Source: an optimization exercise on an open RTL-to-GDS flow (aim: small area and a short achievable clock period). Production flows keep margins and buffers that such runs may drop. RTL that was checked went through simulation tests only; none was proved equivalent to the original. No functional check of the RTL was part of runs 2 to 6. Power and IR drop assume default switching activity.

==> flow/design.v <==
`timescale 1ns / 1ps
module ALU(
    output [15:0] s,
    output C,
	 output N,
	 output Z,
	 output V,
    input [15:0] a,
    input [15:0] b,
    input cin,
	 input [2:0] op
    );
wire [16:0] r;
assign r =
  op == 0 ? b :
  op == 1 ? a & b :
  op == 2 ? ~b :
  op == 3 ? a ^ b :
  op == 4 ? a + b :
  op == 5 ? a + b + cin :
  op == 6 ? a + (~b) + 1 :
  op == 7 ? a + (~b) + cin : 0;
assign s = r[15:0];
assign C = r[16];
assign N = r[15];
assign Z = r[15:0] == 0;
assign V = (~a[15])&((~b[15])^op[1])&r[15] | a[15]&(b[15]^op[1])&(~r[15]);
endmodule
`timescale 1ns / 1ps
module register(
    output reg [15:0] q,
    input clk,
    input load,
    input [15:0] d
    );
always @ (posedge clk) begin
  if (load == 1)
    q <= d;
  else
    q <= q;
end
endmodule
`timescale 1ns / 1ps
module programcounter(
    output reg [15:0] q,
    input clk,
    input load,
    input [15:0] d,
    input count
    );
always @ (posedge clk) begin
  if (load == 1)
    q <= d;
  else
    if (count == 1)
      q <= q + 16'h2;
    else
	   q <= q;
end
endmodule
`timescale 1ns / 1ps
module arm16_core(
    input clk,
    input rst,
    output [15:0] mem_addr,
    input [15:0] mem_rdata,
    input [3:0] dbg_sel,
    output [15:0] dbg,
    output exec
    );
wire clock = clk;
wire [15:0] ir_reg;
wire [15:0] ir_data;
wire ir_load;
register ir_(ir_reg, clock, ir_load | rst, rst ? 16'h0 : ir_data);
wire r0_load, r1_load, r2_load, r3_load, r4_load, r5_load, r6_load, r7_load;
wire r7_count;
wire [15:0] out_reg;
wire [15:0] wr_data = rst ? 16'h0 : out_reg;
wire [15:0] r0_reg;
register r0_(r0_reg, clock, r0_load | rst, wr_data);
wire [15:0] r1_reg;
register r1_(r1_reg, clock, r1_load | rst, wr_data);
wire [15:0] r2_reg;
register r2_(r2_reg, clock, r2_load | rst, wr_data);
wire [15:0] r3_reg;
register r3_(r3_reg, clock, r3_load | rst, wr_data);
wire [15:0] r4_reg;
register r4_(r4_reg, clock, r4_load | rst, wr_data);
wire [15:0] r5_reg;
register r5_(r5_reg, clock, r5_load | rst, wr_data);
wire [15:0] r6_reg;
register r6_(r6_reg, clock, r6_load | rst, wr_data);
wire [15:0] r7_reg;
programcounter r7_(r7_reg, clock, r7_load | rst, wr_data, r7_count);
wire [15:0] in1_reg;
wire [2:0] in1_select;
assign in1_reg =
  in1_select == 0 ? r0_reg :
  in1_select == 1 ? r1_reg :
  in1_select == 2 ? r2_reg :
  in1_select == 3 ? r3_reg :
  in1_select == 4 ? r4_reg :
  in1_select == 5 ? r5_reg :
  in1_select == 6 ? r6_reg :
  in1_select == 7 ? r7_reg :
  0;
wire [15:0] in2_reg;
wire [2:0] in2_select;
assign in2_reg =
  in2_select == 0 ? r0_reg :
  in2_select == 1 ? r1_reg :
  in2_select == 2 ? r2_reg :
  in2_select == 3 ? r3_reg :
  in2_select == 4 ? r4_reg :
  in2_select == 5 ? r5_reg :
  in2_select == 6 ? r6_reg :
  in2_select == 7 ? r7_reg :
  0;
wire [15:0] in3_reg;
wire [15:0] alu_out;
wire [2:0] alu_op;
wire C, N, Z, V;
ALU alu_(alu_out, C, N, Z, V, in1_reg, in3_reg, 1'b0, alu_op);
wire [15:0] ram_out = mem_rdata;
assign mem_addr = alu_out;
wire out_ramnotalu;
assign out_reg = out_ramnotalu ? ram_out : alu_out;
assign ir_data = out_reg;
microcode microcode_(exec, clock, rst);
assign r7_count = ~exec;
assign in1_select
  = ~exec
  || ir_reg[15:13] == 3'b110
  || ir_reg[15:11] == 5'b11100 && ir_reg[7:4] == 4'b1111
  ? 3'd7  
  : ir_reg[10:8];
assign in2_select
  = ir_reg[15:14] == 2'b01
  ? ir_reg[13:11]  
  : ir_reg[2:0];  
assign in3_reg
  = ~exec
  ? 16'h0  
  : ir_reg[15:14] != 2'b11
  ? {8'b00000000, ir_reg[7:0]}  
  : ir_reg[15:13] == 3'b110
  ? { ir_reg[8], ir_reg[8], ir_reg[8], ir_reg[8], ir_reg[8], ir_reg[8], ir_reg[8], ir_reg[8:0] }  
  : ir_reg[15:11] == 5'b11100
  ? { 12'b000000000000, ir_reg[3:0] }  
  : in2_reg;  
assign alu_op =
	~exec ? 3'b100 :  
	ir_reg[15:14] == 2'b10 ? ir_reg[13:11] :  
	ir_reg[15:13] == 3'b110 ? 3'b100 :  
	ir_reg[6:4];  
assign out_ramnotalu = ~exec ? 1 : 0;
assign ir_load = ~exec;
wire [2:0] temp_load;
assign temp_load =
  ir_reg[15:14] == 2'b10 ? ir_reg[10:8] :  
  3'd7;  
assign r0_load = exec && temp_load == 3'b000;
assign r1_load = exec && temp_load == 3'b001;
assign r2_load = exec && temp_load == 3'b010;
assign r3_load = exec && temp_load == 3'b011;
assign r4_load = exec && temp_load == 3'b100;
assign r5_load = exec && temp_load == 3'b101;
assign r6_load = exec && temp_load == 3'b110;
assign r7_load = exec && temp_load == 3'b111;
wire [3:0] switches = dbg_sel;
assign dbg =
  switches == 0 ? r0_reg :
  switches == 1 ? r1_reg :
  switches == 2 ? r2_reg :
  switches == 3 ? r3_reg :
  switches == 4 ? r4_reg :
  switches == 5 ? r5_reg :
  switches == 6 ? r6_reg :
  switches == 7 ? r7_reg :
  switches == 8 ? ir_reg : 0;
endmodule
module microcode(
  output reg exec,
  input clk,
  input rst
  );
always @ (posedge clk) begin
 if (rst)
   exec <= 1'b0;
 else
   exec <= ~exec;
end
endmodule
==> flow/run.sh <==
#!/bin/bash
# synth_recipe.tcl (not shown) runs the flow's synth.tcl, then flattens the netlist and writes it again
# the make line also repeats each setting of config.mk as NAME=value (left out here)
make -C /OpenROAD-flow-scripts/flow DESIGN_CONFIG=/design/flow/config.mk WORK_HOME=/design/flow/orfs CLKGATE_MAP_FILE= SYNTH_SCRIPT=/design/flow/synth_recipe.tcl finish
==> flow/config.mk <==
export PLATFORM = sky130hd
export DESIGN_NAME = arm16_core
export DESIGN_NICKNAME = arm16_core
export VERILOG_FILES = /design/flow/design.v
export SDC_FILE = /design/flow/constraint.sdc
export NUM_CORES = 4
export LEC_CHECK = 0
export CAP_MARGIN = 20
export CORE_MARGIN = 2
export CORE_UTILIZATION = 40
export SLEW_MARGIN = 20
==> flow/constraint.sdc <==
create_clock -name core_clock -period 8.5 [get_ports {clk}]
set_input_delay 1.7000 -clock core_clock [delete_from_list [all_inputs] [get_ports {clk}]]
set_output_delay 1.7000 -clock core_clock [all_outputs]
set_load 0.01 [all_outputs]
==> flow_summary.ini, run 1 <==
[finish]
num_antenna_cells = 0
final_net_count = 1403
drive_above_1_share_pct = 12.1
multi_input_area_sq_um = 6650
fin_area_sq_um = 13300
regArea_sq_um = 4340
areaGrowthSynthToFinish_pct = 17.4
fillers = 2631
layoutNonFillerInstCount = 1737

[setup_path]
cp.arrival_ns = 6.55
cp.required_ns = 6.80
max_stage_delay_ns = 0.61
slowest_stage = or4b_4
crit_chain = buf_4 -> nor4bb_1 -> a31o_4 -> a221oi_1 -> a2111oi_1 -> a311oi_2 -> nand2b_1 -> ha_1 -> a211oi_1 -> o21bai_1 -> a21oi_1 -> xnor2_1 -> o2111ai_4 -> or4b_4 -> o311a_1 -> a211oi_2 -> inv_1 -> clkdlybuf4s50_1
startpoint_type = flip-flop
path_max_fanout = 13
worstSetupPathType = reg2out
critPathCaptureType = primary output

[clock_tree]
clkTransAtPathRegs_ns = 0.07
cts-htree-levels = 4
clockBufferDepth = 2
clkLatencyLatePin_ns = 0.45
cts_setup_buffers = 0
cts-root-buf = clkbuf_16
cts_buffers = 17
cts_sinks = 145
cts_tree = yes

[logic_synthesis]
yosysUniqueCellTypes = 87
synth_area_sq_um = 11400
synth-edff-count = 144
yosysTopAreaCell = edfxtp_1
async_reset_ff_share_pct = 0
ys_seq_elements = 145
synth_nets = 1338
synthTopCellsByArea = edfxtp_1 38%, a21oi_1 4.9%, nand2_1 4.5%
ys.flop_type = edfxtp_1
ys_seq_area_share_pct = 38.2
synth_top_area_share_pct = 38.0
synth_cells = 1281
syn_area_per_cell_sq_um = 8.87
synth-warning-count = 3

[sta]
fmax_mhz = 121
final.setup.worst_slack_ns = 0.249
clock_skew_ns = 0.0154
worst_pin_slew_ns = 1.16
setup_viol = 0
maxSlewViolCount = 0
fin_crit_sh_pct = 97.1
setup_tns_ns = 0
rsz0062_at_grt = no
hold_viol = 0
slew-limit-headroom_pct = 22.8
layout_min_cycle_time_ns = 8.25

[placed_design]
port_buffers = 54
place_congestion = 1.02
place_hpwl_microns = 37100
place_area_sq_um = 12700
dp_cells = 1705
dp_slack_ns = 0.365

[global_routing]
grt_pass1_vias = 11010
globalRouteOverflowTotal = 0
grt_max_degree = 34
antenna_found_initial = 0
grt_usage_pct = 32.9
grt_pass1_wl_microns = 73200

[power_and_ir_drop]
leakagePower_nw = 4.97
power_w = 0.00319
irDropWorstVdd_uv = 140
cellPowerDensity_nw_per_um2 = 239

[drt]
wl_per_cell_microns = 28.9
viasPerCell = 6.79
drtAntennaViolNets = 0
drc = 0
wl_microns = 50200
dr.pass1.iters = 12
drtIter0Drc = 2054
vias = 11788

[status]
status = complete, no violations

[die]
initial_core_util_pct = 40.8
fp-row-count = 61
dieWidth_microns = 173
top_level_ports = 55
die_h_microns = 173
core_area_sq_um = 27900
die_area_sq_um = 29800

[min_path]
hold_class = reg2reg

[run]
drv_cap = 0
[flip-flops by register name, summed over array words and instances (netlist names)]
| name | count |
|---|---|
| r3_.q | 16 |
| r0_.q | 16 |
| r4_.q | 16 |
| r7_.q | 16 |
| r5_.q | 16 |
| r2_.q | 16 |
| microcode_.exec | 1 |
| r1_.q | 16 |
| r6_.q | 16 |
| ir_.q | 16 |
[kinds of logic after synthesis]
kind of cell | share of synthesized area [%]
AO/OA/AOI/OAI | 30.4
AND/OR/NAND/NOR | 17.0
flip-flops | 38.2
buffers and inverters | 4.71
multiplexers | 3.14
adder cells (fa/ha/maj) | 3.99
XOR/XNOR | 2.54
[layout by cell type, fill, tap and decap left out, types with 6 or more instances in the layout]
| cell | synthesis | routed |
|---|---|---|
| edfxtp_1 | 144 | 144 |
| nand2_1 | 136 | 136 |
| nor2_1 | 118 | 113 |
| a21oi_1 | 112 | 108 |
| buf_4 | 1 | 75 |
| o21ai_0 | 75 | 71 |
| clkdlybuf4s50_1 | 0 | 54 |
| inv_1 | 51 | 51 |
| nand3_1 | 42 | 42 |
| a22oi_1 | 40 | 40 |
| ha_1 | 33 | 32 |
| mux2i_1 | 30 | 30 |
| a222oi_1 | 27 | 27 |
| xnor2_1 | 26 | 25 |
| a221oi_1 | 23 | 23 |
| a211oi_1 | 25 | 23 |
| and3_1 | 19 | 19 |
| nor3_1 | 19 | 18 |
| clkbuf_16 | 0 | 17 |
| o22ai_1 | 16 | 16 |
| a31oi_1 | 17 | 16 |
| o211ai_1 | 16 | 16 |
| a22o_1 | 16 | 16 |
| nand2b_1 | 15 | 14 |
| a21o_1 | 11 | 11 |
| and2_1 | 11 | 11 |
| a221o_1 | 11 | 11 |
| nor2b_1 | 9 | 9 |
| a32oi_1 | 9 | 9 |
| o21a_1 | 9 | 9 |
| o31ai_1 | 10 | 7 |
| xor2_1 | 7 | 7 |
| o2111ai_1 | 6 | 6 |
| o32ai_1 | 6 | 6 |
[report_power, final]
group / switching (W) / internal [W]
clock network: 0.000319 / 0.000403
logic: 0.000908 / 0.000548
registers: 0.000115 / 0.000895
[cell usage after synthesis (all sizes together), types with 10 or more instances]
library cell	count
a211oi	27
nand3	42
a31oi	17
clkbuf	68
xnor2	26
mux2i	30
ha	33
edfxtp	144
nor3	19
nand2	136
a222oi	27
and3	22
a21o	11
and2	11
a21oi	113
o21ai	78
a22o	16
a22oi	40
nand2b	15
buf	16
a221o	11
o31ai	11
o211ai	16
a221oi	23
o22ai	16
nor2b	10
inv	51
nor2	118
[stage by stage]
stage / util (%) / hold WS [ns]
after global routing: 47.9 / 0.971
after global placement: 45.5 / 0.895
after CTS: 47.6 / 0.922
after floorplan: - / 0.711
final: 47.9 / 0.942
after detailed placement: 45.5 / 0.911
[layout make-up]
class	count	area share, %
repair buffers	130	8.42
inverters	52	1.46
clock buffers	17	3.19
clock inverters	15	0.994
flip-flops and latches	145	32.6
well taps	378	3.55
multi-input cells	1000	49.8
[metal layers]
metal  vias up  GRT usage (%)  part of all wire, %
met3       163           7.17                   11
met1      5693           44.6                   40
met5         -              0                    0
met4         0           13.6                  4.3
li1       5123              -                    -
met2       809           51.1                   45
[repair_timing]
item / 4_1_cts / 5_1_grt
gates resized for setup: 2 / 17
hold buffers: 0 / 0
cloned: 0 / 0
setup endpoints to repair: 2 / 9
[worst max-delay path: cells and delay by family (launching register included)]
kind / cells / cell delay [ns]
AOI/OAI and AO/OA: 10 / 2.84
xor gates and xnor gates: 1 / 0.26
adders and majority gates: 1 / 0.42
buffers and inverters: 3 / 0.75
DFF: 1 / 0.41
and+or+nand+nor: 3 / 1.41
[worst paths after layout]
| kind | start | endpoint | slack, ns | cells past startpoint |
|---|---|---|---|---|
| setup / recovery | ir_.q[15] | mem_addr[15] | 0.25 | 18 |
| hold reg to reg | r7_.q[15] | r7_.q[15] | 0.94 | 3 |
| setup reg to reg | ir_.q[15] | r6_.q[11] | 2.25 | 17 |
| hold / removal | r7_.q[15] | r7_.q[15] | 0.94 | 3 |
==> inputs of run 2 (changes only) <==
==> flow/design.v (replaced) <==
module ALU(
    output [15:0] s,
    input [15:0] a,
    input [15:0] b,
    input [2:0] op
    );
wire inv = op[2] & op[1];            
wire cin = op[2] & op[1] & ~op[0];   
wire [15:0] bx = b ^ {16{inv}};
wire [15:0] sum = a + bx + {15'd0, cin};
assign s =
  op[2]          ? sum :
  op[1:0] == 2'd0 ? b :
  op[1:0] == 2'd1 ? a & b :
  op[1:0] == 2'd2 ? ~b :
                    a ^ b;
endmodule
module arm16_core(
    input clk,
    input rst,
    output [15:0] mem_addr,
    input [15:0] mem_rdata,
    input [3:0] dbg_sel,
    output [15:0] dbg,
    output exec
    );
reg ex;
reg [15:0] ir;
reg [15:0] r0, r1, r2, r3, r4, r5, r6, r7;
assign exec = ex;
assign mem_addr = r7;
wire a_pc = ~ex | ir[15:13] == 3'b110 | (ir[15:11] == 5'b11100 & ir[7:4] == 4'b1111);
wire [2:0] a_sel = a_pc ? 3'd7 : ir[10:8];
reg [15:0] a;
always @* begin
  case (a_sel)
    3'd0: a = r0;
    3'd1: a = r1;
    3'd2: a = r2;
    3'd3: a = r3;
    3'd4: a = r4;
    3'd5: a = r5;
    3'd6: a = r6;
    default: a = r7;
  endcase
end
reg [15:0] rb;
always @* begin
  case (ir[2:0])
    3'd0: rb = r0;
    3'd1: rb = r1;
    3'd2: rb = r2;
    3'd3: rb = r3;
    3'd4: rb = r4;
    3'd5: rb = r5;
    3'd6: rb = r6;
    default: rb = r7;
  endcase
end
wire [15:0] b =
  ~ex                   ? 16'd2 :
  ir[15:14] != 2'b11    ? {8'h00, ir[7:0]} :
  ~ir[13]               ? {{7{ir[8]}}, ir[8:0]} :
  ir[12:11] == 2'b00    ? {12'h000, ir[3:0]} :
                          rb;
wire [2:0] op =
  ~ex                   ? 3'd4 :
  ir[15:14] == 2'b10    ? ir[13:11] :
  ir[15:13] == 3'b110   ? 3'd4 :
                          ir[6:4];
wire [15:0] y;
ALU alu_(y, a, b, op);
wire [15:0] wd = rst ? 16'h0 : y;
wire [2:0] dst = ir[15:14] == 2'b10 ? ir[10:8] : 3'd7;
wire we = ex & ~rst;
always @(posedge clk) begin
  ex <= ~rst & ~ex;
  if (rst | ~ex) ir <= rst ? 16'h0 : mem_rdata;
  if (rst | we & dst == 3'd0) r0 <= wd;
  if (rst | we & dst == 3'd1) r1 <= wd;
  if (rst | we & dst == 3'd2) r2 <= wd;
  if (rst | we & dst == 3'd3) r3 <= wd;
  if (rst | we & dst == 3'd4) r4 <= wd;
  if (rst | we & dst == 3'd5) r5 <= wd;
  if (rst | we & dst == 3'd6) r6 <= wd;
  if (rst | ~ex | we & dst == 3'd7) r7 <= wd;
end
reg [15:0] d;
always @* begin
  case (dbg_sel)
    4'd0: d = r0;
    4'd1: d = r1;
    4'd2: d = r2;
    4'd3: d = r3;
    4'd4: d = r4;
    4'd5: d = r5;
    4'd6: d = r6;
    4'd7: d = r7;
    4'd8: d = ir;
    default: d = 16'h0;
  endcase
end
assign dbg = d;
endmodule
==> run 2 against run 1 <==
  * Non-clock buffer count decreased by 45
  * Die area decreased by 18%
  * Power decreased by 24%
  * Synthesized area decreased by 19%
  * Maximum frequency increased by 23%
  * Critical path depth decreased by 7
  * Utilization decreased by 0.16 points
  * Synthesized cell count decreased by 33%
  * Global-route usage decreased by 6.0 points
  * Routed wire length decreased by 35%
  * Sequential share of layout area increased by 7.6 points
  * Critical path type is now in2out
  * Largest power group is now sequential cells
==> flow_summary.ini, run 2 <==
[status]
status = complete, no violations

[drt]
vias = 8111
wl_microns = 32700
drtIter0Drc = 1183
dr.pass1.iters = 8
drc = 0
wl_per_cell_microns = 27.2
viasPerCell = 6.74
drtAntennaViolNets = 0

[sta]
slew-limit-headroom_pct = 26.1
final.setup.worst_slack_ns = 1.81
setup_tns_ns = 0
hold_viol = 0
fin_crit_sh_pct = 78.8
rsz0062_at_grt = no
worst_pin_slew_ns = 1.08
fmax_mhz = 149
clock_skew_ns = 0.00691
worst_hold_slack_ns = 0.761
maxSlewViolCount = 0
layout_min_cycle_time_ns = 6.69
setup_viol = 0

[die]
die_area_sq_um = 24300
initial_core_util_pct = 40.8
fp-row-count = 55
dieWidth_microns = 156
core_area_sq_um = 22600
die_h_microns = 156
top_level_ports = 55

[clock_tree]
ctsResizeCount = 0
cts_setup_buffers = 0
cts_hold_buffers = 0
clkLatencyLatePin_ns = 0.43
cts_buffers = 17
cts-root-buf = clkbuf_16
clockBufferDepth = 2
cts_tree = yes
clkTransAtPathRegs_ns = 0.06
cts_sinks = 145
cts-htree-levels = 4

[logic_synthesis]
syn_area_per_cell_sq_um = 10.7
synth_top_area_share_pct = 46.8
synthTopCellsByArea = edfxtp_1 47%, a22oi_1 5.3%, ha_1 4.1%
synth_cells = 860
ys.flop_type = edfxtp_1
synth_most_common_cell = edfxtp_1
ys_seq_area_share_pct = 47.0
yosysUniqueCellTypes = 72
synth-warning-count = 1
synth_area_sq_um = 9240
yosysTopAreaCell = edfxtp_1
synthTopCellsByCount = 144 x edfxtp_1, 65 x a22oi_1, 55 x nand2_1
synth_nets = 914
synth-edff-count = 144
ys_seq_elements = 145
async_reset_ff_share_pct = 0

[power_and_ir_drop]
power.share.clock_pct = 33.3
p_sw_w = 0.000759
power_frac_comb_pct = 23.2
leakagePower_nw = 3.91
cellPowerDensity_nw_per_um2 = 224
switching_share_pct = 31.4
irDropWorstVdd_uv = 143
power_frac_seq_pct = 43.5
internal-power_w = 0.00166

[setup_path]
path_max_fanout = 29
critPathCaptureType = primary output
slowest_stage = clkdlybuf4s50_1
max_stage_delay_ns = 0.60
startpoint_type = input pin
worstSetupPathType = in2out
cp.arrival_ns = 4.99
cp.required_ns = 6.80
crit_chain = clkdlybuf4s50_1 -> buf_4 -> nand2b_1 -> nor2_1 -> buf_4 -> a22o_1 -> a221oi_1 -> and3_1 -> a21boi_0 -> o22ai_1 -> clkdlybuf4s50_1

[placed_design]
port_buffers = 54
dp_cells = 1171
place_congestion = 0.968
place_hpwl_microns = 22300
dp_slack_ns = 1.90

[global_routing]
grt_util_met3_pct = 7.00
antenna_found_initial = 0
globalRouteOverflowTotal = 0
busiest_layer = met2
use_met1_pct = 38.4
grt_pass1_vias = 7531
grt_pass1_wl_microns = 48200
grt_usage_pct = 26.9
grtUsageMet2_pct = 39.7
grt_max_degree = 47

[finish]
fillers = 2074
areaGrowthSynthToFinish_pct = 16.9
final_common_cell = edfxtp_1
drive_above_1_share_pct = 11.9
mostFrequentLayoutCells = 144 x edfxtp_1, 65 x a22oi_1, 55 x nand2_1
layoutNonFillerInstCount = 1203
num_antenna_cells = 0
final_net_count = 959

[min_path]
hold_class = reg2reg

[run]
drv_cap = 0
-- run 2: path summary, 6_finish.rpt --
kind / startpoint / to / slack (ns) / cells after the start
min: ex / ex / 0.76 / 1
min reg2reg: ex / ex / 0.76 / 1
max: dbg_sel[3] / dbg[8] / 1.81 / 11
max reg2reg: ir[11] / r6[14] / 2.08 / 16
-- run 2: logic make-up after synthesis --
group | synth area share, %
buf+inv | 3.71
simple gates | 11.8
compound gates | 25.3
fa+ha+maj | 4.49
xor+xnor | 2.46
mux | 5.23
flops | 47.0
-- run 2: area by class of cell --
class / count / area, sq um / share of cell area (%)
inverter: 17 / 63.8 / 0.591
tap: 285 / 357 / 3.30
multi-input combinational: 639 / 4640 / 42.9
timing repair buffer: 85 / 773 / 7.16
clock inverter: 14 / 203 / 1.88
clock buffer: 18 / 429 / 3.97
sequential: 145 / 4340 / 40.2
-- run 2: through the flow --
| stage | area [sq um] | total power [W] | utilization, % |
|---|---|---|---|
| 6_report | 10800 | 0.00242 | 47.7 |
| 5_1_grt | 10800 | 0.00251 | 47.7 |
| 4_1_cts | 10800 | 0.00241 | 47.7 |
| 3_5_place_dp | 10200 | 0.00161 | 44.9 |
| 3_3_place_gp | 10200 | 0.00161 | 44.9 |
| 2_1_floorplan | 9240 | 0.00136 | - |
-- run 2: worst max-delay path: cells and delay by family --
family	cells	cell delay (ns)
and+or+nand+nor	3	1.10
AOI/OAI and AO/OA	4	0.58
buffers and inverters	4	1.61
-- run 2: power groups by stage --
stage               Sequential (W)  Clock, W  Combinational [W]
floorplan                  0.00101         0           0.000344
global placement           0.00106         0           0.000545
detailed placement         0.00106         0           0.000548
CTS                        0.00105  0.000811           0.000551
global route               0.00106  0.000837           0.000608
finish                     0.00105  0.000805           0.000563
-- run 2: routing by layer --
metal / wire, microns / up-vias
met1: 13600 / 3884
met5: 0 / -
met4: 1110 / 0
met3: 3830 / 94
li1: - / 3548
met2: 14200 / 585
==> inputs of run 3 (changes only) <==
--- a/flow/config.mk
+++ b/flow/config.mk
@@ -9,3 +9,4 @@
 export CORE_MARGIN = 2
 export CORE_UTILIZATION = 40
+export SETUP_SLACK_MARGIN = 4
 export SLEW_MARGIN = 20
==> run 3 against run 2 <==
  * Still clean
  * Clock power decreased by 7.1%
  * Cell area increased by 12%
  * Clock skew up 0.00092 ns
  * Cell count rose by 5.5%
  * Utilization is 5.8 points higher
  * Die area unchanged
  * Global-route usage is 0.95 points higher
  * Synthesized cell count stayed put
  * Sequential power barely moved
  * Largest cell class unchanged
==> flow_summary.ini, run 3 <==
[status]
status = complete, no violations

[finish]
num_antenna_cells = 0
final_common_cell = edfxtp_1
drive_above_1_share_pct = 30.2
final_net_count = 1025
mostFrequentLayoutCells = 144 x edfxtp_1, 69 x buf_4, 61 x a22oi_1
areaGrowthSynthToFinish_pct = 31.1
fin_util_pct = 53.5
fillers = 1903

[setup_path]
crit_buf_inv = 4
reg2regPathDepth = 17
path_max_fanout = 7
cp.required_ns = 6.80
r2r-end = r6[13]
crit-reg2reg-launch = ir[4]
cp-startpoint = dbg_sel[0]
crit_chain = buf_12 -> nand2b_4 -> nor3_4 -> buf_12 -> buf_12 -> a22o_1 -> a221oi_2 -> and3_1 -> a21boi_2 -> o22ai_2 -> buf_2
worstSetupPathType = in2out
cpMostUsedCell = buf_12
critPathCaptureType = primary output
startpoint_type = input pin
cp.arrival_ns = 3.25
max_stage_delay_ns = 0.20
path_delay_family = compound AO/OA/AOI/OAI gates
slowest_stage = a22o_1
cp.depth = 11
crit_end = dbg[2]
worst-r2r-setup-slack_ns = 3.96

[power_and_ir_drop]
power.share.clock_pct = 29.9
leakagePower_nw = 4.52
power_frac_seq_pct = 42.2
internal-power_w = 0.00168
irDropWorstVdd_uv = 145
switching_share_pct = 32.9
cellPowerDensity_nw_per_um2 = 207
p_sw_w = 0.000824
power_frac_comb_pct = 27.9

[global_routing]
grt_max_degree = 47
grt_pass1_vias = 8100
grtUsageMet2_pct = 42.7
grt_util_met3_pct = 8.56
grt_usage_pct = 27.9
globalRouteOverflowTotal = 0
grt_pass1_wl_microns = 49800
busiest_layer = met2
antenna_found_initial = 0
use_met1_pct = 36.0

[placed_design]
place_congestion = 0.968
port_buffers = 54
place_hpwl_microns = 22200

[run]
drv_cap = 0

[clock_tree]
cts-htree-levels = 4
cts_sinks = 145
cts-root-buf = clkbuf_16
clkTransAtPathRegs_ns = 0.06
clockBufferDepth = 2
cts_hold_buffers = 0
cts_buffers = 17
cts_tree = yes
clkLatencyLatePin_ns = 0.43

[logic_synthesis]
synth_top_area_share_pct = 46.8
ys_seq_elements = 145
synth_fa_ha_area_share_pct = 4.49
synth_top_family_by_area = compound AO/OA/AOI/OAI gates
yosysUniqueCellTypes = 72
synth_area_sq_um = 9240
synth_most_common_cell = edfxtp_1
async_reset_ff_share_pct = 0
ys_seq_area_share_pct = 47.0
synthTopCellsByCount = 144 x edfxtp_1, 65 x a22oi_1, 55 x nand2_1
synth_cells = 860
synth-warning-count = 1
synth_compound_area_share_pct = 25.3
yosysTopAreaCell = edfxtp_1
syn_area_per_cell_sq_um = 10.7
ys.flop_type = edfxtp_1
synthXorXnorAreaFrac_pct = 2.46
synth-simple-area-share_pct = 11.8
synth-edff-count = 144
muxShareOfSynthArea_pct = 5.23
synthTopCellsByArea = edfxtp_1 47%, a22oi_1 5.3%, ha_1 4.1%
synth_nets = 914

[drt]
viasPerCell = 6.74
drtIter0Drc = 1023
wl_per_cell_microns = 27.6
wl_microns = 35000
drtAntennaViolNets = 0
drc = 0
vias = 8551
dr.pass1.iters = 6

[sta]
layout_min_cycle_time_ns = 4.95
slew-limit-headroom_pct = 27.2
setup_viol = 0
maxSlewViolCount = 0
setup_tns_ns = 0
fin_crit_sh_pct = 58.2
clock_skew_ns = 0.00783
worst_pin_slew_ns = 1.08
rsz0062_at_grt = yes
hold_viol = 0
fmax_mhz = 202

[min_path]
hold_class = reg2reg

[die]
top_level_ports = 55
die_area_sq_um = 24300
fp-row-count = 55
initial_core_util_pct = 40.8
dieWidth_microns = 156
die_h_microns = 156
core_area_sq_um = 22600
==> run 3: cell count changes in the layout (fill, tap and decap cells not counted), moves of 14 or more <==
cell | previous run | this run
a221oi_2 | 0 | 17
buf_4 | 31 | 69
buf_2 | 0 | 14
buf_6 | 0 | 17
a221oi_1 | 40 | 22
clkdlybuf4s50_1 | 54 | 34
==> run 3: worst min-delay path by stage <==
stage	end	depth (start not counted)	slack, ns	start
after floorplan	ex	3	0.80	ex
after global placement	ex	2	0.61	ex
after detailed placement	ex	2	0.61	ex
after CTS	ex	2	0.63	ex
after global routing	ex	2	0.62	ex
final	ex	2	0.60	ex
==> run 3: power groups by stage <==
stage          clock (W)  sequential [W]  combinational (W)
2_1_floorplan          0         0.00101           0.000351
3_3_place_gp           0         0.00106           0.000553
3_5_place_dp           0         0.00106           0.000557
4_1_cts         0.000750         0.00104           0.000614
5_1_grt         0.000780         0.00106           0.000741
6_report        0.000748         0.00106           0.000699
==> run 3: layer usage <==
layer	wire length [microns]	part of all wire, %	vias to the layer above
li1	-	-	3673
met1	13500	38	4114
met2	15700	45	624
met3	4170	12	140
met4	1620	4.6	0
met5	0	0	-
==> run 3: cell families (layout without fill, tap and decap cells) <==
| family | count (synthesis) | in the layout |
|---|---|---|
| muxes | 35 | 35 |
| DFF | 145 | 145 |
| xor gates and xnor gates | 26 | 26 |
| and+or+nand+nor | 220 | 220 |
| buffers and inverters | 76 | 200 |
| adders and majority gates | 32 | 32 |
| AOI/OAI and AO/OA | 326 | 326 |
==> run 3: what timing repair did <==
action                     in CTS  in global routing
cloned                          1                  0
setup endpoints to repair     136                112
gates resized for setup       163                 87
setup buffers                  52                 19
pin swaps                      38                 53
==> run 3: per-stage QoR <==
stage	hold WS, ns	total power [W]	cells	setup WS, ns	instance area [sq um]
after global placement	0.607	0.00161	1165	2.04	10200
after global routing	0.617	0.00258	1269	3.52	12100
after detailed placement	0.607	0.00161	1165	1.99	10200
after CTS	0.632	0.00240	1250	3.60	11500
final	0.595	0.00250	1269	3.55	12100
after floorplan	0.798	0.00136	860	3.89	9430
==> run 3: worst reg2reg max path: stages (launching register included) <==
cell	delay, ns
edfxtp_1	0.51
nand4_1	0.24
o21ai_4	0.10
a31oi_4	0.24
nand2_2	0.21
buf_4	0.26
a221oi_2	0.32
nand3_2	0.19
fa_2	0.44
buf_6	0.14
a211oi_4	0.21
o211ai_1	0.17
nand2_1	0.14
o211ai_1	0.13
and2_4	0.20
o31ai_4	0.25
nor4_2	0.07
a221o_2	0.42
==> run 3: area by class of cell <==
class / count / area (sq um) / share of cell area, %
inverter: 17 / 67.6 / 0.558
timing repair buffer: 151 / 1460 / 12.0
clock inverter: 15 / 160 / 1.32
multi-input combinational: 639 / 5310 / 43.8
sequential: 145 / 4340 / 35.8
tap: 285 / 357 / 2.94
clock buffer: 17 / 425 / 3.51
==> inputs of run 4 (changes only) <==
--- a/flow/config.mk
+++ b/flow/config.mk
@@ -9,4 +9,4 @@
 export CORE_MARGIN = 2
 export CORE_UTILIZATION = 40
-export SETUP_SLACK_MARGIN = 4
+export SETUP_SLACK_MARGIN = 3
 export SLEW_MARGIN = 20
==> run 4 against run 3 <==
  * Synthesized cell count unchanged
  * Sequential power hardly changed
  * Combinational power fell by 18%
  * Critical path type unchanged
  * Highest routed layer unchanged
==> flow_summary.ini, run 4 <==
[setup_path]
crit_buf_inv = 4
worstSetupPathType = in2out
path_delay_family = buffers and inverters
path_max_fanout = 10
slowest_stage = dlygate4sd2_1
crit-reg2reg-launch = ir[12]
critPathCaptureType = primary output
startpoint_type = input pin
cp-startpoint = dbg_sel[3]
crit_chain = clkdlybuf4s15_2 -> buf_12 -> nand2b_4 -> nor2_4 -> buf_4 -> a22o_1 -> a221oi_1 -> and3_1 -> a21boi_1 -> o22ai_1 -> dlygate4sd2_1
cp.arrival_ns = 3.70
max_stage_delay_ns = 0.30
cp.required_ns = 6.80

[sta]
clock_skew_ns = 0.00771
fmax_mhz = 185
setup_viol = 0
setup_tns_ns = 0
fin_crit_sh_pct = 63.6
maxSlewViolCount = 0
worst_hold_slack_ns = 0.602
worst_pin_slew_ns = 1.02
layout_min_cycle_time_ns = 5.40
rsz0062_at_grt = no
hold_viol = 0
slew-limit-headroom_pct = 31.8

[finish]
final_common_cell = edfxtp_1
num_antenna_cells = 0
fillers = 2045
drive_above_1_share_pct = 15.9
final_net_count = 974
areaGrowthSynthToFinish_pct = 19.6
mostFrequentLayoutCells = 144 x edfxtp_1, 65 x a22oi_1, 54 x nand2_1

[logic_synthesis]
ys_seq_elements = 145
synthTopCellsByArea = edfxtp_1 47%, a22oi_1 5.3%, ha_1 4.1%
synth_nets = 914
async_reset_ff_share_pct = 0
synth-warning-count = 1
syn_area_per_cell_sq_um = 10.7
synthTopCellsByCount = 144 x edfxtp_1, 65 x a22oi_1, 55 x nand2_1
synth_most_common_cell = edfxtp_1
synth_area_sq_um = 9240
ys.flop_type = edfxtp_1
yosysUniqueCellTypes = 72
yosysTopAreaCell = edfxtp_1
synth_top_area_share_pct = 46.8
ys_seq_area_share_pct = 47.0
synth-edff-count = 144
synth_cells = 860

[placed_design]
place_hpwl_microns = 22300
place_congestion = 0.968
port_buffers = 54

[drt]
met3_length_microns = 4480
drc = 0
met2_length_microns = 14200
wl_per_cell_microns = 27.3
drtAntennaViolNets = 0
drtIter0Drc = 966
wl_microns = 33200
dr.pass1.iters = 8
viasPerCell = 6.73
top_layer = met4
vias = 8194
wl_met1_microns = 13200

[die]
top_level_ports = 55
fp-row-count = 55
die_area_sq_um = 24300
initial_core_util_pct = 40.8
die_h_microns = 156
dieWidth_microns = 156
core_area_sq_um = 22600

[power_and_ir_drop]
cellPowerDensity_nw_per_um2 = 221
power_w = 0.00244
irDropWorstVdd_uv = 143
leakagePower_nw = 4.07

[global_routing]
globalRouteOverflowTotal = 0
grt_usage_pct = 27.5
antenna_found_initial = 0
grt_pass1_vias = 7643
grt_pass1_wl_microns = 49000
grt_max_degree = 47

[clock_tree]
clockBufferDepth = 2
clkLatencyLatePin_ns = 0.43
cts_tree = yes
clkTransAtPathRegs_ns = 0.06
cts-root-buf = clkbuf_16
cts-htree-levels = 4
cts_sinks = 145
cts_buffers = 17

[min_path]
min_from = ex
hold_class = reg2reg

[status]
status = complete, no violations

[run]
drv_cap = 0
==> run 4: cell counts after synthesis <==
Identical to the previous run, type by type.
==> run 4: layout make-up <==
cell class / count / area, sq um / area share [%]
clock buffers: 18 / 429 / 3.88
multi-input cells: 639 / 4730 / 42.8
repair buffers: 100 / 923 / 8.35
flip-flops and latches: 145 / 4350 / 39.3
clock inverters: 14 / 203 / 1.83
well taps: 285 / 357 / 3.23
inverters: 17 / 63.8 / 0.577
==> run 4: worst paths after layout <==
check | endpoint | slack [ns] | depth (start not counted)
worst max-delay path | dbg[3] | 3.10 | 11
worst min-delay path | ex | 0.60 | 1
worst max register to register | r1[11] | 3.25 | 18
worst min register to register | ex | 0.60 | 1
==> run 4: cell families (layout without fill, tap and decap cells) <==
family	after synthesis	in the layout	share of synthesized area [%]
mux	35	35	5.23
buf+inv	76	149	3.71
xor+xnor	26	26	2.46
flops	145	145	47.0
fa+ha+maj	32	32	4.49
simple gates	220	220	11.8
compound gates	326	326	25.3
==> run 4: metrics by stage <==
stage	cells	cell area [sq um]	util [%]	setup slack, ns
finish	1218	11100	48.8	3.10
global route	1218	11100	48.8	3.00
CTS	1217	11000	48.6	2.93
detailed placement	1171	10200	44.9	1.90
global placement	1171	10200	44.9	1.94
floorplan	860	9240	-	3.47
==> run 4: where the power goes <==
group,switching [W],internal [W]
combinational,0.000338,0.000237
clock,0.000312,0.000496
sequential,0.000120,0.000934
==> run 4: per-layer routing <==
metal | up-vias | GRT usage [%]
met1 | 3888 | 38.8
met5 | - | 0
li1 | 3587 | -
met2 | 602 | 40.0
met3 | 117 | 7.58
met4 | 0 | 10.8
==> run 4: repair_timing <==
action / CTS / global route
gates cloned: 1 / 0
buffers inserted: 13 / 1
pin swaps: 4 / 3
hold buffers: 0 / 0
resized for setup: 37 / 32
endpoints found under the setup margin: 64 / 88
==> inputs of run 5 (changes only) <==
--- a/flow/config.mk
+++ b/flow/config.mk
@@ -8,5 +8,5 @@
 export CAP_MARGIN = 20
 export CORE_MARGIN = 2
-export CORE_UTILIZATION = 40
-export SETUP_SLACK_MARGIN = 3
+export CORE_UTILIZATION = 60
+export SETUP_SLACK_MARGIN = 4
 export SLEW_MARGIN = 20
==> run 5 against run 4 <==
  * Maximum frequency is 8.1% higher
  * Setup slack improved by 0.41 ns
  * Via count up 16%
  * Count of clock-buffer cells in the layout shrank 1
  * Register-to-register slack better by 0.47 ns
  * Cell count fell by 0.49%
  * Sequential cell count is the same
  * Largest power group unchanged
  * Still clean
  * Cell area increased by 12%
  * Critical path depth shrank 1
  * Global-route usage rose by 17 points
==> flow_summary.ini, run 5 <==
[status]
status = complete, no violations

[power_and_ir_drop]
power.share.clock_pct = 29.8
power_frac_seq_pct = 41.1
irDropWorstVdd_uv = 172
leakagePower_nw = 4.76
power_frac_comb_pct = 29.1
internal-power_w = 0.00169
cellPowerDensity_nw_per_um2 = 208
switching_share_pct = 34.6
p_sw_w = 0.000890

[sta]
worst_pin_slew_ns = 1.20
setup_tns_ns = 0
fin_crit_sh_pct = 58.8
clock_skew_ns = 0.0183
final.setup.worst_slack_ns = 3.50
layout_min_cycle_time_ns = 5.00
maxSlewViolCount = 0
fmax_mhz = 200
rsz0062_at_grt = yes
hold_viol = 0
slew-limit-headroom_pct = 19.5
setup_viol = 0

[setup_path]
critPathCaptureType = primary output
path_max_fanout = 7
cp.required_ns = 6.80
crit-reg2reg-launch = ir[12]
worst-r2r-setup-slack_ns = 3.72
startpoint_type = input pin
reg2regPathDepth = 19
r2r-end = r5[15]
cp.arrival_ns = 3.30
worstSetupPathType = in2out

[clock_tree]
clkLatencyLatePin_ns = 0.44
cts-root-buf = clkbuf_16
cts_tree = yes
cts_sinks = 145
cts-htree-levels = 4
clkTransAtPathRegs_ns = 0.06
cts_buffers = 17
clockBufferDepth = 2

[finish]
num_antenna_cells = 0
mostFrequentLayoutCells = 144 x edfxtp_1, 98 x buf_4, 64 x a22oi_1
drive_above_1_share_pct = 32.1
final_common_cell = edfxtp_1
final_net_count = 1065
areaGrowthSynthToFinish_pct = 34.1

[drt]
drc = 0
drtAntennaViolNets = 0
vias = 9498
wl_per_cell_microns = 31.1
viasPerCell = 7.84
wl_microns = 37700
drtIter0Drc = 1784
dr.pass1.iters = 6

[logic_synthesis]
ys_seq_area_share_pct = 47.0
synthTopCellsByCount = 144 x edfxtp_1, 65 x a22oi_1, 55 x nand2_1
synth_most_common_cell = edfxtp_1
yosysUniqueCellTypes = 72
synth_nets = 914
synth-edff-count = 144
synth_cells = 860
synth_area_sq_um = 9240
yosysTopAreaCell = edfxtp_1
synthTopCellsByArea = edfxtp_1 47%, a22oi_1 5.3%, ha_1 4.1%
syn_area_per_cell_sq_um = 10.7
ys_seq_elements = 145
synth-warning-count = 1
ys.flop_type = edfxtp_1
async_reset_ff_share_pct = 0
synth_top_area_share_pct = 46.8

[global_routing]
grt_max_degree = 47
grt_usage_pct = 44.4
antenna_found_initial = 0
grt_pass1_vias = 8661
grt_pass1_wl_microns = 52900
globalRouteOverflowTotal = 0

[placed_design]
dp_slack_ns = 1.91
place_congestion = 0.989
port_buffers = 54
place_hpwl_microns = 21800

[min_path]
min_path_cells = 1
hold_end = ex
hold_class = reg2reg
min_from = ex

[die]
core_area_sq_um = 15100
top_level_ports = 55
die_area_sq_um = 16400
dieWidth_microns = 128
die_h_microns = 128
initial_core_util_pct = 61.0
fp-row-count = 45

[run]
drv_cap = 0
[run 5: cell types whose count changed in the layout (fill, tap and decap cells not counted), moves of 11 or more]
cell,before,now
buf_12,2,13
buf_6,2,22
a221oi_2,1,14
buf_4,41,98
a221oi_1,39,25
buf_2,1,15
[run 5: how the worst max path moves through the flow]
stage / start / end / slack (ns) / cells after the start
after global routing: dbg_sel[3] / dbg[8] / 3.50 / 9
after global placement: dbg_sel[3] / dbg[2] / 1.98 / 8
after detailed placement: dbg_sel[3] / dbg[4] / 1.91 / 8
after CTS: dbg_sel[3] / dbg[4] / 3.67 / 10
final: dbg_sel[3] / dbg[8] / 3.50 / 10
after floorplan: dbg_sel[3] / dbg[13] / 3.89 / 8
[run 5: metal layers]
layer | part of all wire, % | global-route usage, % | vias up | wire length [microns]
li1 | - | - | 3768 | -
met1 | 33 | 55.8 | 4412 | 12500
met2 | 42 | 66.9 | 1045 | 16000
met3 | 15 | 11.9 | 273 | 5540
met4 | 9.7 | 31.2 | 0 | 3670
met5 | 0 | 0 | - | 0
[run 5: per-stage QoR]
| stage | instance area, sq um | std cells | total power, W | util (%) | hold slack (ns) |
|---|---|---|---|---|---|
| 6_report | 12400 | 1212 | 0.00258 | 81.8 | 0.575 |
| 5_1_grt | 12400 | 1212 | 0.00263 | 81.8 | 0.617 |
| 2_1_floorplan | 9430 | 860 | 0.00136 | - | 0.798 |
| 3_3_place_gp | 10100 | 1067 | 0.00159 | 66.6 | 0.678 |
| 3_5_place_dp | 10100 | 1067 | 0.00160 | 66.6 | 0.700 |
| 4_1_cts | 11800 | 1179 | 0.00244 | 78.0 | 0.554 |
[run 5: timing repair]
| action | CTS | global route |
|---|---|---|
| gates resized for setup | 209 | 59 |
| hold buffers | 0 | 0 |
| endpoints found under the setup margin | 136 | 114 |
| pin swaps | 50 | 50 |
| setup buffers | 78 | 32 |
| cloned | 2 | 1 |
[run 5: layout make-up]
| cell class | instances | area [sq um] |
|---|---|---|
| timing repair buffer | 191 | 1850 |
| tap | 188 | 235 |
| clock buffer | 17 | 425 |
| multi-input combinational | 639 | 5290 |
| inverter | 17 | 63.8 |
| fill | 857 | 2750 |
| sequential | 145 | 4350 |
| clock inverter | 15 | 184 |
[run 5: cell families (layout without fill, tap and decap cells)]
family | Yosys count | count (layout) | share of synthesized area (%)
AO/OA/AOI/OAI | 326 | 326 | 25.3
AND/OR/NAND/NOR | 220 | 220 | 11.8
buffers and inverters | 76 | 240 | 3.71
adder cells (fa/ha/maj) | 32 | 32 | 4.49
multiplexers | 35 | 35 | 5.23
XOR/XNOR | 26 | 26 | 2.46
flip-flops | 145 | 145 | 47.0
[run 5: power by group through the flow]
| stage | sequential [W] | clock (W) | combinational (W) |
|---|---|---|---|
| 2_1_floorplan | 0.00101 | 0 | 0.000351 |
| 3_3_place_gp | 0.00105 | 0 | 0.000537 |
| 3_5_place_dp | 0.00105 | 0 | 0.000551 |
| 4_1_cts | 0.00104 | 0.000761 | 0.000644 |
| 5_1_grt | 0.00106 | 0.000799 | 0.000774 |
| 6_report | 0.00106 | 0.000768 | 0.000749 |
[run 5: worst max-delay path, stage by stage]
cell      delay, ns
buf_16         0.11
nand2b_4       0.18
buf_12         0.14
nor2_4         0.13
buf_12         0.15
a22oi_1        0.09
and3_1         0.23
a21boi_2       0.15
o22ai_1        0.21
buf_2          0.19
==> inputs of run 6 (changes only) <==
--- a/flow/config.mk
+++ b/flow/config.mk
@@ -8,5 +8,8 @@
 export CAP_MARGIN = 20
 export CORE_MARGIN = 2
-export CORE_UTILIZATION = 60
+export CORE_UTILIZATION = 40
+export CTS_BUF_LIST = sky130_fd_sc_hd__clkbuf_8
+export CTS_CLUSTER_DIAMETER = 100
+export CTS_CLUSTER_SIZE = 40
 export SETUP_SLACK_MARGIN = 4
 export SLEW_MARGIN = 20
==> run 6 against run 5 <==
  * Clock power down 28%
  * Cell area fell by 2.2%
  * Clock skew down 0.0066 ns
  * First-iteration DRC count fell by 37%
  * Largest power group unchanged
  * Still clean
==> flow_summary.ini, run 6 <==
[drt]
wl_per_cell_microns = 27.6
wl_microns = 35400
drtAntennaViolNets = 0
viasPerCell = 6.78
vias = 8699
dr.pass1.iters = 7
drtIter0Drc = 1119
drc = 0

[sta]
rsz0062_at_grt = yes
worst_pin_slew_ns = 1.06
final.setup.worst_slack_ns = 3.54
maxSlewViolCount = 0
clock_skew_ns = 0.0117
hold_viol = 0
worst_hold_slack_ns = 0.646
layout_min_cycle_time_ns = 4.96
slew-limit-headroom_pct = 28.8
setup_viol = 0
fmax_mhz = 202
setup_tns_ns = 0
fin_crit_sh_pct = 58.4

[global_routing]
grt_max_degree = 47
grt_pass1_wl_microns = 50300
grt_usage_pct = 28.2
globalRouteOverflowTotal = 0
antenna_found_initial = 0
grt_pass1_vias = 8159

[finish]
num_antenna_cells = 0
final_net_count = 1039
fin_util_pct = 53.5
regArea_sq_um = 4340
multi_input_area_sq_um = 5350
fin_area_sq_um = 12100
fillers = 1904
areaGrowthSynthToFinish_pct = 31.2
mostFrequentLayoutCells = 144 x edfxtp_1, 71 x buf_4, 58 x a22oi_1
final_common_cell = edfxtp_1
drive_above_1_share_pct = 32.2

[clock_tree]
clockBufferDepth = 2
cts_buffers = 17
clkLatencyLatePin_ns = 0.45
cts_sinks = 145
cts-htree-levels = 4
clkTransAtPathRegs_ns = 0.09
cts_hold_buffers = 0
cts-root-buf = clkbuf_8
cts_tree = yes

[placed_design]
dp_slack_ns = 1.99
place_congestion = 0.968
place_area_sq_um = 10200
place_hpwl_microns = 22200
port_buffers = 54

[power_and_ir_drop]
leakagePower_nw = 4.54
irDropWorstVdd_uv = 109
cellPowerDensity_nw_per_um2 = 191

[logic_synthesis]
synthTopCellsByArea = edfxtp_1 47%, a22oi_1 5.3%, ha_1 4.1%
synth_most_common_cell = edfxtp_1
async_reset_ff_share_pct = 0
synth_nets = 914
yosysUniqueCellTypes = 72
synthTopCellsByCount = 144 x edfxtp_1, 65 x a22oi_1, 55 x nand2_1
syn_area_per_cell_sq_um = 10.7
ys.flop_type = edfxtp_1
synth-edff-count = 144
synth-warning-count = 1
ys_seq_area_share_pct = 47.0
synth_cells = 860
yosysTopAreaCell = edfxtp_1
synth_area_sq_um = 9240
synth_top_area_share_pct = 46.8
ys_seq_elements = 145

[min_path]
hold_class = reg2reg
min_path_cells = 2
min_from = ex
hold_end = ex

[setup_path]
critPathCaptureType = primary output
path_max_fanout = 7
reg2regPathDepth = 19
r2r-end = r4[13]
startpoint_type = input pin
worst-r2r-setup-slack_ns = 3.96
worstSetupPathType = in2out
cp.arrival_ns = 3.26
cp.required_ns = 6.80
crit-reg2reg-launch = ir[11]

[die]
die_area_sq_um = 24300
die_h_microns = 156
dieWidth_microns = 156
initial_core_util_pct = 40.8
fp-row-count = 55
core_area_sq_um = 22600
top_level_ports = 55

[run]
drv_cap = 0

[status]
status = complete, no violations
-- run 6: kinds of logic (layout without fill, tap and decap cells) --
| group | Yosys count | in the layout | synth area share (%) |
|---|---|---|---|
| AO/OA/AOI/OAI | 326 | 326 | 25.3 |
| AND/OR/NAND/NOR | 220 | 220 | 11.8 |
| multiplexers | 35 | 35 | 5.23 |
| buffers and inverters | 76 | 214 | 3.71 |
| flip-flops | 145 | 145 | 47.0 |
| adder cells (fa/ha/maj) | 32 | 32 | 4.49 |
| XOR/XNOR | 26 | 26 | 2.46 |
-- run 6: timing repair --
item	CTS	global route
cloned	1	0
endpoints found under the setup margin	136	88
pin swaps	57	46
setup buffers	63	22
endpoints found under the hold margin	0	0
gates resized for setup	197	70
-- run 6: layer usage --
layer / vias to the layer above / global-route usage [%] / routed length, microns
met1: 4159 / 37.2 / 13500
met4: 0 / 12.3 / 1710
met5: - / 0 / 0
met2: 701 / 44.0 / 15800
met3: 145 / 7.33 / 4270
li1: 3694 / - / -
-- run 6: final cells by class --
cell class                 count  area share [%]
clock buffer                  17            1.93
clock inverter                15            1.32
inverter                      17           0.557
multi-input combinational    639            44.1
sequential                   145            35.8
tap                          285            2.94
timing repair buffer         165            13.3
-- run 6: worst max-delay path by stage --
| stage | to | from | slack, ns |
|---|---|---|---|
| 6_report | dbg[0] | dbg_sel[3] | 3.54 |
| 5_1_grt | dbg[10] | dbg_sel[3] | 3.49 |
| 4_1_cts | dbg[10] | dbg_sel[3] | 3.59 |
| 3_5_place_dp | dbg[8] | dbg_sel[2] | 1.99 |
| 3_3_place_gp | dbg[8] | dbg_sel[2] | 2.04 |
| 2_1_floorplan | dbg[13] | dbg_sel[3] | 3.89 |
-- run 6: metrics by stage --
stage                     std cells  power (W)
after detailed placement       1165    0.00161
after global routing           1283    0.00239
after CTS                      1261    0.00225
final                          1283    0.00231
after global placement         1165    0.00161
after floorplan                 860    0.00136
-- run 6: critical path, cell delays in order --
cell,delay [ns]
buf_16,0.11
nand2b_4,0.15
buf_6,0.12
nor3_4,0.20
buf_12,0.17
buf_8,0.14
a22oi_2,0.06
and3_4,0.20
buf_4,0.13
o22ai_2,0.12
buf_2,0.15
-- run 6: power breakdown --
group	internal, W	switching, W
sequential	0.000933	0.000122
clock	0.000264	0.000286
combinational	0.000313	0.000394
total	0.00151	0.000802

[port drivers added, routing unchanged]
In the flow no input, the clock included, has a driving cell. The finished layouts below were timed again as built, in two steps.
Step 1, drivers: a clkbuf_16 drives clk and a buf_2 each remaining input, both assumed.
Step 2, shift: input delay + t, output delay - t, t = (earliest + latest rising clock arrival at the registers) / 2. This alone moves slack from input paths to output paths.
a / b / c = ideal / step 1 / step 2; a / b = the first two.
run | shift t [ns] | setup slack, ns | latest minus earliest clock arrival (ns)
run 1 | 0.487 | 0.249 / 0.200 / 0.687 | 0.016 / 0.016
run 2 | 0.472 | 1.806 / 1.784 / 1.784 | 0.007 / 0.007
run 3 | 0.468 | 3.552 / 3.384 / 3.384 | 0.008 / 0.008
run 4 | 0.474 | 3.098 / 3.074 / 3.074 | 0.007 / 0.008
run 5 | 0.475 | 3.505 / 3.420 / 3.420 | 0.018 / 0.018
run 6 | 0.491 | 3.539 / 3.384 / 3.384 | 0.012 / 0.012
After both steps setup and hold are still met in every run listed. For run 3, which loses most, drivers alone change the setup slack by -0.168 ns; drivers and shift together by -0.168 ns.
